From an optimization exercise on the open Yosys and OpenROAD flow, aimed at small area; shortcuts taken in it are not production practice.
RTL that was checked went through simulation tests only; none was proved equivalent to the original.
Power and IR drop assume default switching activity.

// Graficos
module Graficos(
    input [1:0] Contador_pos_f,
    input [1:0] Contador_pos_h,
    input [1:0] Contador_pos_cr,
    input bit_alarma,
    input [23:0] ALARMA,
    input [7:0] DIR_DATO,
    input [3:0] POSICION,
    input READ,
    input P_FECHA,
    input P_HORA,
    input P_CRONO,
    input reloj,
    input resetM,
    output reg H_Syncreg,
    output reg V_Syncreg,
    output [3:0] R,
    output [3:0] G,
    output [3:0] B
    );
For scale: roughly 160 flip-flops, roughly 19000 um2 of cells after synthesis.
clock: 10.0 ns
lec_check: 0
abc_area: 1
cap_margin: 5
core_margin: 2
core_utilization: 25
place_density: 0.35
slew_margin: 5
synth_memory_max_bits: 262144
standard.sh (not shown) runs the stock make flow with config.mk's settings and CLKGATE_MAP_FILE= SYNTH_SCRIPT=/design/flow/synth_recipe.tcl, a recipe that flattens the netlist after the stock synthesis.
==> flow/flow/run.sh <==
#!/bin/bash
# Layout flow: the standard flow (standard.sh, unchanged synthesis), with the input and
# output ports buffered by the smallest buffer, sky130_fd_sc_hd__buf_1, and clock tree synthesis
# without dummy loads. The full output of the flow goes to standard.log.
set -e
export BUFFER_PORTS_ARGS="-buffer_cell sky130_fd_sc_hd__buf_1"
export CTS_ARGS="-sink_clustering_enable -repair_clock_nets -dont_use_dummy_load"
bash standard.sh > standard.log 2>&1
The baseline completed without violations.
Then changed:
==> flow/flow/run.sh (replaced) <==
#!/bin/bash
# Layout flow: the standard flow (standard.sh) with three changes:
#  - synthesis maps the logic with an area-oriented ABC script (flow/abc_area.script, used
#    through ABC_AREA=1) in place of ORFS's abc_area.script; registers are untouched;
#  - input and output ports are buffered with the smallest buffer, sky130_fd_sc_hd__buf_1;
#  - clock tree synthesis inserts no dummy loads.
# The full output of the flow goes to standard.log.
set -e
SD=$PWD/orfs_scripts
rm -rf "$SD"
cp -r "$FLOW_HOME/scripts" "$SD"
cp flow/abc_area.script "$SD/abc_area.script"
export SCRIPTS_DIR="$SD"
export BUFFER_PORTS_ARGS="-buffer_cell sky130_fd_sc_hd__buf_1"
export CTS_ARGS="-sink_clustering_enable -repair_clock_nets -dont_use_dummy_load"
bash standard.sh > standard.log 2>&1
==> flow/flow/abc_area.script (new file) <==
strash
&get -n
&dch -f
&nf -p -F 10 -A 4 -R 1000
&put
- CAP_MARGIN: 5 -> 20
- SLEW_MARGIN: 5 -> 20
The new run ran to the end with no violations.
Synthesized cell count fell by about 22%.
Die area went down by 9.4%.
Global-route usage rises by 2.5 points.
Setup slack got worse by 1100 ps.
Wire length falls by about 6%.
Via count goes down by 5.5%.
Critical path depth grows by 4.
First-iteration DRC count came out higher by about 0.8%.
Hold slack degrades by 18 ps.
No functional check of the RTL was part of any run of this note.

Setup of old:
Graficos, a different RTL version from the one above (not shown whole).
For scale: roughly 2,400 cells after synthesis, roughly 160 flip-flops, ~63 I/O pins.
==> flow/design.v (excerpt) <==
module Graficos(
    input [1:0] Contador_pos_f,
    input [1:0] Contador_pos_h,
    input [1:0] Contador_pos_cr,
    input bit_alarma,
    input [23:0] ALARMA,
    input [7:0] DIR_DATO,
    input [3:0] POSICION,
    input READ,
    input P_FECHA,
    input P_HORA,
    input P_CRONO,
    input reloj,
    input resetM,
    output reg H_Syncreg,
    output reg V_Syncreg,
    output [3:0] R,
    output [3:0] G,
    output [3:0] B
    );
  reg [1:0] ph;         
  reg [9:0] Qh, Qv;
  reg       enV;
  reg       E;          
  always @(posedge reloj) begin
    enV <= 1'b0;
    if (resetM) begin
      ph <= 2'd0;
      Qh <= 10'd0;
    end else begin
      ph <= ph + 2'd1;
      if (Qh == 10'd800) begin
        Qh <= 10'd0;
        enV <= 1'b1;
      end else if (ph == 2'd3)
        Qh <= Qh + 10'd1;
    end
    if (resetM)
      Qv <= 10'd0;
    else if (Qv == 10'd525)
      Qv <= 10'd0;
    else if (enV)
      Qv <= Qv + 10'd1;
    H_Syncreg <= hs_n;
    V_Syncreg <= vs_n;
    E <= e_n;
  end
  wire st = (ph != 2'd3);    
  wire hs_n, vs_n, e_n, b123_n, bvh_n, hl_n;
  ctl_fn u_ctl(.Qh(Qh), .Qv(Qv), .E(E), .P_HORA(P_HORA), .P_FECHA(P_FECHA), .P_CRONO(P_CRONO),
               .Contador_pos_h(Contador_pos_h), .Contador_pos_f(Contador_pos_f), .Contador_pos_cr(Contador_pos_cr),
               .hs_n(hs_n), .vs_n(vs_n), .e_n(e_n), .b123_n(b123_n), .bvh_n(bvh_n), .hl_n(hl_n));
  reg B123, BVH;
  always @(posedge reloj) begin
    B123 <= b123_n;
    BVH <= bvh_n;
  end
  reg [3:0] DC, UNI;
  reg [6:0] P1, P2, P3, P4, P5, P6, P7, P8, P9, PC1, PC2, PC3;
  wire src_al = P_CRONO & ((POSICION == 4'd6) | (POSICION == 4'd7) | (POSICION == 4'd8));
  wire [7:0] src = ~src_al ? {DC, UNI} :
                   (POSICION == 4'd8) ? ALARMA[23:16] : (POSICION == 4'd7) ? ALARMA[15:8] : ALARMA[7:0];
  wire [6:0] ecode;
  ...
==> flow/config.mk <==
export PLATFORM = sky130hd
export DESIGN_NAME = Graficos
export DESIGN_NICKNAME = Graficos
export VERILOG_FILES = /design/flow/design.v
export SDC_FILE = /design/flow/constraint.sdc
export NUM_CORES = 4
export LEC_CHECK = 0
export ABC_AREA = 1
export CAP_MARGIN = 20
export CORE_MARGIN = 2
export CORE_UTILIZATION = 30
export CTS_BUF_LIST = sky130_fd_sc_hd__clkbuf_4 sky130_fd_sc_hd__clkbuf_8
export GPL_TIMING_DRIVEN = 0
export PLACE_DENSITY = 0.5
export SETUP_SLACK_MARGIN = 0.3
export SLEW_MARGIN = 20
export SYNTH_MEMORY_MAX_BITS = 262144
==> flow/constraint.sdc <==
create_clock -name core_clock -period 10.0 [get_ports {reloj}]
set_input_delay 2.0000 -clock core_clock [delete_from_list [all_inputs] [get_ports {reloj}]]
set_output_delay 2.0000 -clock core_clock [all_outputs]
set_load 0.01 [all_outputs]
==> flow/flow/run.sh <==
#!/bin/bash
# Layout flow: the standard flow (standard.sh) with three changes:
#  - synthesis maps the logic with an area-oriented ABC script (flow/abc_area.script, used
#    through ABC_AREA=1) in place of ORFS's abc_area.script; registers are untouched;
#  - input and output ports are buffered with the smallest buffer, sky130_fd_sc_hd__buf_1;
#  - clock tree synthesis inserts no dummy loads.
# The full output of the flow goes to standard.log.
set -e
SD=$PWD/orfs_scripts
rm -rf "$SD"
cp -r "$FLOW_HOME/scripts" "$SD"
cp flow/abc_area.script "$SD/abc_area.script"
export SCRIPTS_DIR="$SD"
export BUFFER_PORTS_ARGS="-buffer_cell sky130_fd_sc_hd__buf_1"
export CTS_ARGS="-sink_clustering_enable -repair_clock_nets -dont_use_dummy_load"
bash standard.sh > standard.log 2>&1
==> flow/flow/abc_area.script <==
strash
&get -n
&dch -f
&nf -p -F 10 -A 4 -R 1000
&put
For new, these inputs were changed with respect to old:
--- a/flow/flow/run.sh
+++ b/flow/flow/run.sh
@@ -4,5 +4,5 @@
 #    through ABC_AREA=1) in place of ORFS's abc_area.script; registers are untouched;
 #  - input and output ports are buffered with the smallest buffer, sky130_fd_sc_hd__buf_1;
-#  - clock tree synthesis inserts no dummy loads.
+#  - clock tree synthesis uses sky130_fd_sc_hd__clkbuf_8 and inserts no dummy loads.
 # The full output of the flow goes to standard.log.
 set -e
@@ -13,4 +13,4 @@
 export SCRIPTS_DIR="$SD"
 export BUFFER_PORTS_ARGS="-buffer_cell sky130_fd_sc_hd__buf_1"
-export CTS_ARGS="-sink_clustering_enable -repair_clock_nets -dont_use_dummy_load"
+export CTS_ARGS="-sink_clustering_enable -repair_clock_nets -dont_use_dummy_load -buf_list sky130_fd_sc_hd__clkbuf_8"
 bash standard.sh > standard.log 2>&1
--- a/flow/config.mk
+++ b/flow/config.mk
@@ -10,5 +10,4 @@
 export CORE_MARGIN = 2
 export CORE_UTILIZATION = 30
-export CTS_BUF_LIST = sky130_fd_sc_hd__clkbuf_4 sky130_fd_sc_hd__clkbuf_8
 export GPL_TIMING_DRIVEN = 0
 export PLACE_DENSITY = 0.5
## What came out
Diff old..new | count of clock buffers in the final design | unchanged. Per the comparison of new with old, footprint of the multi-input gates level, count of buffer and inverter cells on the critical path moved up, first-iteration DRC count moved up, power consumption moved down. On routed wire length, old and new are neck and neck. Compared with old, new shows a relative slew slack that is 3.4 points lower. Going from old to new, post-CTS clock slew at the launch and capture registers of the worst setup and hold paths shows an increase of 0.03 ns; met1 wire length shows a reduction of about 0.6%; clock period minus worst slack shows a reduction of 0.13 ns. Area of all placed cells without fillers (new vs. old) decreases slightly.

-- separate check: timing with driven ports --
In the flow no input, the clock included, has a driving cell. The finished layouts below were timed again as built, in two steps.
Step 1 sets driving cells, clkbuf_16 on the clock port and buf_2 on the other inputs (assumed; they add their load-dependent delay and slew).
Step 2 adds t to the input delays and takes it off the output delays; t is the mean of the earliest and latest rising clock arrival at the registers after step 1. Input paths then give back, and output paths get back, about the clock's delay inside the block.
Three values: ideal, step 1, step 2; two values: the first two.
run | shift t [ns] | slack for setup (ns) | latest minus earliest clock arrival (ns) | worst register clock-pin slew, ns | cell pins on the clock port's net
the first run of note 1 | 0.484 | 2.665 / 2.665 / 2.665 | 0.057 / 0.057 | 0.10 / 0.10 | 1
the second run of note 1 | 0.506 | 1.525 / 1.525 / 1.525 | 0.038 / 0.038 | 0.08 / 0.08 | 1
old | 0.468 | 0.448 / 0.447 / 0.447 | 0.027 / 0.027 | 0.07 / 0.07 | 1
new | 0.487 | 0.581 / 0.581 / 0.581 | 0.045 / 0.046 | 0.10 / 0.10 | 1
After both steps setup and hold are still met in every run listed. For old, which loses most, drivers alone change the setup slack by -0.001 ns; drivers and shift together by -0.001 ns.
